Context: an optimization exercise on an open-source flow, tuned for small area and a short achievable clock period. The choices shown serve that exercise and are no tape-out recipe.
Power figures rest on the tool's default switching activity, not on a simulated workload.

==> flow/design.v <==
`default_nettype none
module fadd_p2 (input wire [31:0] x1,
                input wire [31:0] x2,
                output reg [31:0] y,
                output reg        ovf,
                input wire        clk,
                input wire        rstn);
   wire        s1 = x1[31];
   wire        s2 = x2[31];
   wire [7:0]  e1 = x1[30:23];
   wire [7:0]  e2 = x2[30:23];
   wire [22:0] m1 = x1[22:0];
   wire [22:0] m2 = x2[22:0];
   wire        h1 = |e1;
   wire        h2 = |e2;
   wire [7:0]  e1a = {e1[7:1], e1[0] | ~h1};
   wire [7:0]  e2a = {e2[7:1], e2[0] | ~h2};
   wire        f1 = &e1;
   wire        f2 = &e2;
   wire        spec = f1 | f2;
   wire        nz1 = |m1;
   wire        nz2 = |m2;
   wire        pick1 = f1 & (~f2 | nz1);
   wire        sub = s1 ^ s2;
   wire        infnan = f1 & f2 & ~nz1 & ~nz2 & sub;
   wire        nzp = pick1 ? nz1 : nz2;
   reg  [31:0] cg0, ce0;
   reg  [15:0] cg1, ce1;
   reg  [7:0]  cg2, ce2;
   reg  [3:0]  cg3, ce3;
   reg  [1:0]  cg4, ce4;
   integer     k;
   always @* begin
      for (k = 0; k < 32; k = k + 1) begin
         cg0[k] = (k < 31) ? (x2[k] & ~x1[k]) : 1'b0;
         ce0[k] = (k < 31) ? ~(x2[k] ^ x1[k]) : 1'b1;
      end
      for (k = 0; k < 16; k = k + 1) begin
         cg1[k] = cg0[2*k+1] | (ce0[2*k+1] & cg0[2*k]);
         ce1[k] = ce0[2*k+1] & ce0[2*k];
      end
      for (k = 0; k < 8; k = k + 1) begin
         cg2[k] = cg1[2*k+1] | (ce1[2*k+1] & cg1[2*k]);
         ce2[k] = ce1[2*k+1] & ce1[2*k];
      end
      for (k = 0; k < 4; k = k + 1) begin
         cg3[k] = cg2[2*k+1] | (ce2[2*k+1] & cg2[2*k]);
         ce3[k] = ce2[2*k+1] & ce2[2*k];
      end
      for (k = 0; k < 2; k = k + 1) begin
         cg4[k] = cg3[2*k+1] | (ce3[2*k+1] & cg3[2*k]);
         ce4[k] = ce3[2*k+1] & ce3[2*k];
      end
   end
   wire        ge21 = cg4[1] | (ce4[1] & (cg4[0] | ce4[0]));
   wire        sel = spec ? ~pick1 : ge21;
   wire [7:0]  es = sel ? e2a : e1a;
   wire [23:0] msx = sel ? {h2, m2} : {h1, m1};
   wire [23:0] ms = {msx[23], msx[22] | (spec & (nzp | infnan)), msx[21:0]};
   wire        hx = h1 ^ h2;
   wire [23:0] mv1 = hx ? {m1, 1'b0} : {h1, m1};
   wire [23:0] mv2 = hx ? {m2, 1'b0} : {h2, m2};
   wire [23:0] mi = sel ? mv1 : mv2;
   wire        ss = (sel ? s2 : s1) | infnan;
   wire [8:0]  d12 = {1'b0, e1} - {1'b0, e2};
   wire [7:0]  d21 = e2 - e1;
   wire [7:0]  tde = d12[8] ? d21 : d12[7:0];
   wire [4:0]  de = (spec | (|tde[7:5])) ? 5'd31 : tde[4:0];
   wire [25:0] a0 = {mi, 2'b00};
   wire [25:0] a1 = de[4] ? {16'b0, a0[25:16]} : a0;
   wire        t1 = de[4] & (|a0[15:0]);
   wire [25:0] a2 = de[3] ? {8'b0, a1[25:8]} : a1;
   wire        t2 = de[3] & (|a1[7:0]);
   wire [25:0] a3 = de[2] ? {4'b0, a2[25:4]} : a2;
   wire        t3 = de[2] & (|a2[3:0]);
   wire [25:0] a4 = de[1] ? {2'b0, a3[25:2]} : a3;
   wire        t4 = de[1] & (|a3[1:0]);
   wire [25:0] a5 = de[0] ? {1'b0, a4[25:1]} : a4;
   wire        t5 = de[0] & a4[0];
   wire        tstck = t1 | t2 | t3 | t4 | t5;
   reg [23:0]  msr;
   reg [25:0]  miar;
   reg         stckr;
   reg         subr;
   reg         ssr;
   reg         specr;
   reg [7:0]   er;       
   always @(posedge clk) begin
      msr   <= ms;
      miar  <= a5 ^ {26{sub}};    
      stckr <= tstck;
      subr  <= sub;
      ssr   <= ss;
      specr <= spec;
      er    <= es + 8'd1;
   end
   wire [26:0] aa = {1'b0, msr, 2'b00};
   wire [26:0] bb = {subr, miar};
   wire [26:0] p0 = aa ^ bb;
   wire [26:0] g0 = aa & bb;
   reg  [26:0] g, p;
   integer     i, l;
   always @* begin
      g = g0; p = p0;
      g[0] = g0[0] | (p0[0] & subr);
      for (l = 0; l < 5; l = l + 1)
        for (i = (2 << l) - 1; i < 27; i = i + (2 << l)) begin
           g[i] = g[i] | (p[i] & g[i - (1 << l)]);
           p[i] = p[i] & p[i - (1 << l)];
        end
      for (l = 3; l >= 0; l = l - 1)
        for (i = (3 << l) - 1; i < 27; i = i + (2 << l)) begin
           g[i] = g[i] | (p[i] & g[i - (1 << l)]);
           p[i] = p[i] & p[i - (1 << l)];
        end
   end
   wire [26:0] mye = p0 ^ {g[25:0], subr};
   reg  [26:0] sent;
   always @* begin
      for (i = 0; i < 27; i = i + 1)
        sent[i] = (er == 8'd27 - i[7:0]);
   end
   wire [26:0] n0 = mye | sent;
   wire [31:0] lzi = {n0, 5'b11111};
   reg  [15:0] v1;  reg [15:0] c1;
   reg  [7:0]  v2;  reg [15:0] c2;
   reg  [3:0]  v3;  reg [11:0] c3;
   reg  [1:0]  v4;  reg [7:0]  c4;
   reg  [4:0]  sh;
   always @* begin
      for (i = 0; i < 16; i = i + 1) begin
         v1[i] = lzi[2*i+1] | lzi[2*i];
         c1[i] = ~lzi[2*i+1];
      end
      for (i = 0; i < 8; i = i + 1) begin
         v2[i] = v1[2*i+1] | v1[2*i];
         c2[2*i +: 2] = v1[2*i+1] ? {1'b0, c1[2*i+1]} : {1'b1, c1[2*i]};
      end
      for (i = 0; i < 4; i = i + 1) begin
         v3[i] = v2[2*i+1] | v2[2*i];
         c3[3*i +: 3] = v2[2*i+1] ? {1'b0, c2[2*(2*i+1) +: 2]} : {1'b1, c2[2*(2*i) +: 2]};
      end
      for (i = 0; i < 2; i = i + 1) begin
         v4[i] = v3[2*i+1] | v3[2*i];
         c4[4*i +: 4] = v3[2*i+1] ? {1'b0, c3[3*(2*i+1) +: 3]} : {1'b1, c3[3*(2*i) +: 3]};
      end
      sh = v4[1] ? {1'b0, c4[7:4]} : {1'b1, c4[3:0]};
   end
   wire [26:0] k1 = sh[4] ? {mye[10:0], 16'b0} : mye;
   wire [26:0] k2 = sh[3] ? {k1[18:0], 8'b0} : k1;
   wire [26:0] k3 = sh[2] ? {k2[22:0], 4'b0} : k2;
   wire [26:0] k4 = sh[1] ? {k3[24:0], 2'b0} : k3;
   wire [26:0] myf = sh[0] ? {k4[25:0], 1'b0} : k4;
   wire        den = ~myf[26];
   wire [7:0]  xb = ~{3'b0, sh};
   wire [7:0]  xp0 = er ^ xb;
   reg  [7:0]  xg, xp;
   always @* begin
      xg = er & xb; xp = xp0;
      xg[0] = xg[0] | xp0[0];
      for (l = 0; l < 3; l = l + 1)
        for (i = 0; i < 8; i = i + 1)
          if (i[l]) begin
             xg[i] = xg[i] | (xp[i] & xg[((i >> l) << l) - 1]);
             xp[i] = xp[i] & xp[((i >> l) << l) - 1];
          end
   end
   wire [7:0]  xd = xp0 ^ {xg[6:0], 1'b1};
   wire [7:0]  eyr = den ? 8'd0 : xd;
   wire        ovfp = (&er) & mye[26];
   wire        stk = stckr | myf[0];
   wire        up = ~ovfp & myf[2] & (myf[1] | (stk ? ~subr : myf[3]));
   wire        zero = ~|mye;
   wire        sy = ssr & (~subr | ~zero);
   reg         syr;
   reg [30:0]  yur;
   reg         upr;
   reg         nspr;
   always @(posedge clk) begin
      if (~rstn) begin
         syr  <= 1'b0;
         yur  <= 31'd0;
         upr  <= 1'b0;
         nspr <= 1'b0;
      end else begin
         syr  <= sy;
         yur  <= {eyr, myf[25:3] & {23{~ovfp}}};
         upr  <= up;
         nspr <= ~specr;
      end
   end
   wire [31:0] yu32 = {1'b0, yur};
   reg  [31:0] ic;
   reg  [7:0]  ibc, ibk;
   reg         ibp;
   always @* begin
      for (i = 0; i < 8; i = i + 1)
        ibk[i] = &yu32[4*i +: 4];
      ibc[0] = upr;
      ibp = 1'b1;
      for (i = 1; i < 8; i = i + 1) begin
         ibp = ibp & ibk[i-1];
         ibc[i] = upr & ibp;
      end
      for (i = 0; i < 32; i = i + 1)
        ic[i] = (i % 4 == 0) ? ibc[i/4] : (ic[i-1] & yur[i-1]);
   end
   wire [30:0] yr = yur ^ ic[30:0];
   always @* begin
      y   = {syr, yr};
      ovf = nspr & ((&yur[30:23]) | ((yur[30:23] == 8'hfe) & ic[23]));
   end
endmodule
`default_nettype wire
clock: 15.0 ns
lec_check: 0
abc_area: 1
cap_margin: 20
core_margin: 2
core_utilization: 45
cts_buf_list: sky130_fd_sc_hd__clkbuf_8
place_density: 0.6
slew_margin: 20
standard.sh (not shown) runs the stock make flow with config.mk's settings and CLKGATE_MAP_FILE= SYNTH_SCRIPT=/design/flow/synth_recipe.tcl, a recipe that flattens the netlist after the stock synthesis.
==> flow/flow/run.sh <==
#!/bin/bash
# Standard ORFS layout with small port buffers and a tighter setup target for repair_timing.
set -euo pipefail
export BUFFER_PORTS_ARGS="-buffer_cell sky130_fd_sc_hd__buf_1"
export SETUP_SLACK_MARGIN=9.0
bash standard.sh > standard.log 2>&1
==> next run, changes <==
--- a/flow/design.v
+++ b/flow/design.v
@@ -74,29 +74,31 @@
    wire [25:0] a3 = de[2] ? {4'b0, a2[25:4]} : a2;
    wire        t3 = de[2] & (|a2[3:0]);
    wire [25:0] a4 = de[1] ? {2'b0, a3[25:2]} : a3;
    wire        t4 = de[1] & (|a3[1:0]);
-   wire [25:0] a5 = de[0] ? {1'b0, a4[25:1]} : a4;
-   wire        t5 = de[0] & a4[0];
-   wire        tstck = t1 | t2 | t3 | t4 | t5;
+   wire        tstck = t1 | t2 | t3 | t4;
    reg [23:0]  msr;
    reg [25:0]  miar;
+   reg         de0r;
    reg         stckr;
    reg         subr;
    reg         ssr;
    reg         specr;
    reg [7:0]   er;       
    always @(posedge clk) begin
       msr   <= ms;
-      miar  <= a5 ^ {26{sub}};    
+      miar  <= a4 ^ {26{sub}};    
+      de0r  <= de[0];
       stckr <= tstck;
       subr  <= sub;
       ssr   <= ss;
       specr <= spec;
       er    <= es + 8'd1;
    end
    wire [26:0] aa = {1'b0, msr, 2'b00};
-   wire [26:0] bb = {subr, miar};
+   wire [25:0] a5 = de0r ? {subr, miar[25:1]} : miar;
+   wire        t5 = de0r & (miar[0] ^ subr);
+   wire [26:0] bb = {subr, a5};
    wire [26:0] p0 = aa ^ bb;
    wire [26:0] g0 = aa & bb;
    reg  [26:0] g, p;
    integer     i, l;
@@ -167,9 +169,9 @@
    end
    wire [7:0]  xd = xp0 ^ {xg[6:0], 1'b1};
    wire [7:0]  eyr = den ? 8'd0 : xd;
    wire        ovfp = (&er) & mye[26];
-   wire        stk = stckr | myf[0];
+   wire        stk = stckr | t5 | myf[0];
    wire        up = ~ovfp & myf[2] & (myf[1] | (stk ? ~subr : myf[3]));
    wire        zero = ~|mye;
    wire        sy = ssr & (~subr | ~zero);
    reg         syr;
Outcome:
- setup slack gets worse by 0.045 ns
- wire length shrinks by 3.0%
- cell count stays flat
- cell area goes up by 1.3%
- count of clock-buffer cells in the layout came out higher by 1
- sequential cell count is higher by 1
- global-route usage shrinks by 1.3 points
- area after synthesis rose by 1.6%
- clock skew went up by 0.0077 ns
- worst hold slack degrades by 0.011 ns
- synthesized cell count goes up by 0.75%
- register-to-register slack loses 0.07 ns
- combinational power goes up by 23%
- sequential share of layout area stays flat
No run of this note included a check of the RTL's function; only the layout flow was run.

[static timing again, ports no longer ideal]
The results above use ideal ports. As a check the final layouts listed here were re-extracted and re-timed, cells and wires unchanged.
Step 1 sets driving cells, clkbuf_16 on the clock port and buf_2 on the other inputs (assumed; they add their load-dependent delay and slew).
Step 2 also shifts input and output timing later by t, the mid clock arrival at the registers, as if the neighbouring blocks saw the same clock.
a / b / c = ideal ports / drivers / drivers and shift; a / b = the first two.
run | shift t [ns] | setup slack, ns | latest minus earliest clock arrival (ns)
the first run | 0.443 | 9.234 / 9.254 / 8.811 | 0.015 / 0.015
the second run | 0.442 | 9.190 / 9.207 / 8.766 | 0.022 / 0.023
After both steps every run listed still meets setup and hold. The setup slack of the second run, which loses most, moves by +0.017 ns with the drivers and by -0.424 ns with both steps.
